Background: an optimization exercise with open tools, aiming at small area and a short achievable clock period. Do not read the settings as production practice.
In this exercise RTL edits were held to simulation tests only and were not proved equivalent to the original.
Power figures rest on the tool's default switching activity, not on a simulated workload.

== beta ==
// controller
module controller (clock, reset,
	imem_addr, imem_data,
	dmem_en, dmem_we, dmem_addr, dmem_wdata, dmem_rdata,
	rf_we, rf_waddr, rf_wdata);
input wire clock;
input wire reset;
output wire [15:0] imem_addr;
input wire [15:0] imem_data;
output wire dmem_en, dmem_we;
output wire [15:0] dmem_addr, dmem_wdata;
input wire [15:0] dmem_rdata;
output wire rf_we;
output wire [2:0] rf_waddr;
output wire [15:0] rf_wdata;
reg [15:0] PC;
reg [15:0] IR_FD, PC_FD;
reg flush_FD;
reg [15:0] PC_DR;
reg [2:0] Rs1_DR, Rs2_DR, Rd_DR;
reg [5:0] ALU_op_DR;
reg [8:0] Imm9_DR;
reg R7_dest_DR, flush_DR, load_DR, store_DR, LM_DR, SM_DR;
reg ALU_MuxA_DR;
reg [2:0] ALU_MuxB_DR;
reg a1_ctrl, a3_ctrl_DR;
reg [2:0] reg_efct_DR;
reg [1:0] jump_DR;
reg rf4_wr_en;
reg [15:0] rf4;
reg [15:0] PC_RE, T1, T2;
reg [2:0] Rs1_RE, Rs2_RE, Rd_RE;
reg flush_RE, load_RE, R7_dest_RE, LM_RE, SM_RE, store_RE, a3_ctrl_RE;
reg [8:0] Imm9_RE;
reg ALU_MuxA_RE;
reg [2:0] ALU_MuxB_RE;
reg [5:0] ALU_op_RE;
reg [1:0] jump_RE;
reg [2:0] reg_efct_RE;
reg WB_en_EM;
reg [15:0] T2_dash, T3;
reg [2:0] Rd_EM;
reg LM_EM, SM_EM, flush_EM, R7_dest_EM, load_EM, store_EM, a3_ctrl_EM;
reg [2:0] reg_efct_EM;
reg [8:0] Imm9_EM;
reg [15:0] rf3, mdr;    
reg [2:0] Rd_MW;
reg R7_dest_MW, load_MW, flush_MW, LM_MW;
reg rf3_wr_en, mem_en, mem_we;
reg pEM_A, pEM_B, pMW_A, pMW_B, pHaz;
reg [15:0] alu_res_q, RF2_q;
reg alu_c_q, alu_z_q;
reg T2_dash_ctrl_q;
  ...
==> flow/config.mk <==
export PLATFORM = sky130hd
export DESIGN_NAME = controller
export DESIGN_NICKNAME = controller
export VERILOG_FILES = /design/flow/design.v
export SDC_FILE = /design/flow/constraint.sdc
export NUM_CORES = 4
export LEC_CHECK = 0
export ABC_AREA = 1
export CAP_MARGIN = 20
export CORE_MARGIN = 2
export CORE_UTILIZATION = 40
export CTS_BUF_LIST = sky130_fd_sc_hd__clkbuf_16
export CTS_CLUSTER_DIAMETER = 80
export CTS_CLUSTER_SIZE = 25
export SETUP_SLACK_MARGIN = 5
export SLEW_MARGIN = 20
==> flow/constraint.sdc <==
create_clock -name core_clock -period 9.0 [get_ports {clock}]
set_input_delay 1.8000 -clock core_clock [delete_from_list [all_inputs] [get_ports {clock}]]
set_output_delay 1.8000 -clock core_clock [all_outputs]
set_load 0.01 [all_outputs]
standard.sh (not shown) runs the stock make flow with config.mk's settings and CLKGATE_MAP_FILE= SYNTH_SCRIPT=/design/flow/synth_recipe.tcl, a recipe that flattens the netlist after the stock synthesis.
==> flow/flow/run.sh <==
#!/bin/bash
set -euo pipefail
MARGIN=5.7
grep -q 'SETUP_SLACK_MARGIN=5 ' standard.sh
sed "s/SETUP_SLACK_MARGIN=5 /SETUP_SLACK_MARGIN=$MARGIN /" standard.sh > standard_margin.sh
grep -q "SETUP_SLACK_MARGIN=$MARGIN " standard_margin.sh
bash standard_margin.sh > standard_margin.log 2>&1
test -f out/final.def
Input changes introduced in epsilon (baseline for comparison: beta):
--- a/flow/design.v
+++ b/flow/design.v
@@ -12,25 +12,25 @@
 output wire rf_we;
 output wire [2:0] rf_waddr;
 output wire [15:0] rf_wdata;
 reg [15:0] PC;
 reg [15:0] IR_FD, PC_FD;
 reg flush_FD;
-reg [15:0] PC_DR;
+reg [15:0] tgt_DR;    
 reg [2:0] Rs1_DR, Rs2_DR, Rd_DR;
 reg [5:0] ALU_op_DR;
 reg [8:0] Imm9_DR;
 reg R7_dest_DR, flush_DR, load_DR, store_DR, LM_DR, SM_DR;
 reg ALU_MuxA_DR;
 reg [2:0] ALU_MuxB_DR;
 reg a1_ctrl, a3_ctrl_DR;
 reg [2:0] reg_efct_DR;
 reg [1:0] jump_DR;
 reg rf4_wr_en;
 reg [15:0] rf4;
-reg [15:0] PC_RE, T1, T2;
+reg [15:0] tgt_RE, T1, T2;    
 reg [2:0] Rs1_RE, Rs2_RE, Rd_RE;
 reg flush_RE, load_RE, R7_dest_RE, LM_RE, SM_RE, store_RE, a3_ctrl_RE;
 reg [8:0] Imm9_RE;
 reg ALU_MuxA_RE;
 reg [2:0] ALU_MuxB_RE;
 reg [5:0] ALU_op_RE;
@@ -218,14 +218,22 @@
 		PC_en = !vbit_SM; FD_en = !vbit_SM;
 	end
 end
 wire imm9FDctrl = vbit_SM;
 wire imm9EMctrl = vbit_LM;
 wire T3_ctrl = vbit_LM || (SM_EM && !flush_EM);
-wire [15:0] beq_target = PC_RE + se79;
-wire [15:0] jal_target = PC_FD + {{7{IR_FD[8]}}, IR_FD[8:0]};
+reg [8:0] n_Imm9_DR;
+always @(*) begin
+	case (opFD)
+	4'b0001, 4'b0100, 4'b0101: n_Imm9_DR = {IR_FD[5], IR_FD[5], IR_FD[5], IR_FD[5:0]};
+	4'b0011, 4'b0110, 4'b0111, 4'b1100, 4'b1000, 4'b1001: n_Imm9_DR = IR_FD[8:0];
+	default: n_Imm9_DR = Imm9_DR;
+	endcase
+end
+wire [15:0] jal_target = PC_FD + {{7{n_Imm9_DR[8]}}, n_Imm9_DR};
+wire [15:0] beq_target = tgt_RE;
 wire [15:0] edbout = mem_en ? dmem_rdata : mdr;
 wire [2:0] a1 = a1_ctrl ? Rs1_DR : 3'd7;
 wire [2:0] a2 = Rs2_DR;
 wire [15:0] rd1 = rvalid[a1] ? regs[a1] : 16'b0;
 wire [15:0] rd2 = rvalid[a2] ? regs[a2] : 16'b0;
 wire wr_hit1 = rf3_wr_en && (Rd_MW == a1);
@@ -274,15 +282,15 @@
 	end
 end
 always @(posedge clock) begin
 	rf4 <= PC_FD;
 	alu_res_q <= aluOut;
 	RF2_q <= rf2;
-	if (DR_en) PC_DR <= PC_FD;
+	if (DR_en) tgt_DR <= jal_target;
 	if (RE_en) begin
-		PC_RE <= PC_DR;
+		tgt_RE <= tgt_DR;
 		T1 <= rf1;
 		T2 <= rf2;
 	end
 	if ((!EM_en && LM_act) || (SM_EM && !flush_EM) || EM_en) T3 <= T3_in;
 	if (EM_en) T2_dash <= T2_dash_in;
 	rf3 <= load_EM ? edbout : T3;
## What came out
Post-placement worst setup slack: epsilon vs beta down 53 ps
Est. power | epsilon vs beta | epsilon lower
Worst clock skew in epsilon vs beta: up 22 ps
Compare epsilon and beta | via count of the first global-routing pass higher: epsilon
Re mean number of vias per cell: epsilon and beta aren't equal, and the lower value belongs to beta.
Number of gates given a new drive strength after cts | epsilon above beta
Comparing epsilon and beta, the lower clock power is on epsilon.
Per the comparison of epsilon with beta, sequential share of layout area rose 0.27 points; setup slack fell 95 ps; total half-perimeter wirelength after legalization and detailed placement increased 6.2%.
Re design area: beta was higher than epsilon.
Both conditions hold for epsilon: the flow ran to the end and the final layout passed the timing, design-rule and antenna checks.
Compared with beta, total wire length in epsilon increased by a few percent.

-- re-timing with driven ports --
The flow's constraints put no driver on any port. The routed layouts listed below were extracted and timed again, unchanged, in two steps. Step 1: set_driving_cell puts a clkbuf_16 on clock and a buf_2 on each other input, an assumption about the parent block. Step 2 also shifts input and output timing later by t, the mid clock arrival at the registers, as if the neighbouring blocks saw the same clock. a / b / c = ideal ports / drivers / drivers and shift; a / b = the first two.
run	t, ns	slack for setup (ns)	worst register clock-pin slew, ns	worst slew at a driven data input, ns	cell pins on the clock port's net
beta	0.684	5.526 / 5.526 / 5.232	0.11 / 0.11	0.04	1
epsilon	0.669	5.431 / 5.431 / 5.336	0.11 / 0.11	0.05	1
After both steps setup and hold are still met in every run listed. The setup slack of beta, which loses most, moves by 0.000 ns with the drivers and by -0.294 ns with both steps.
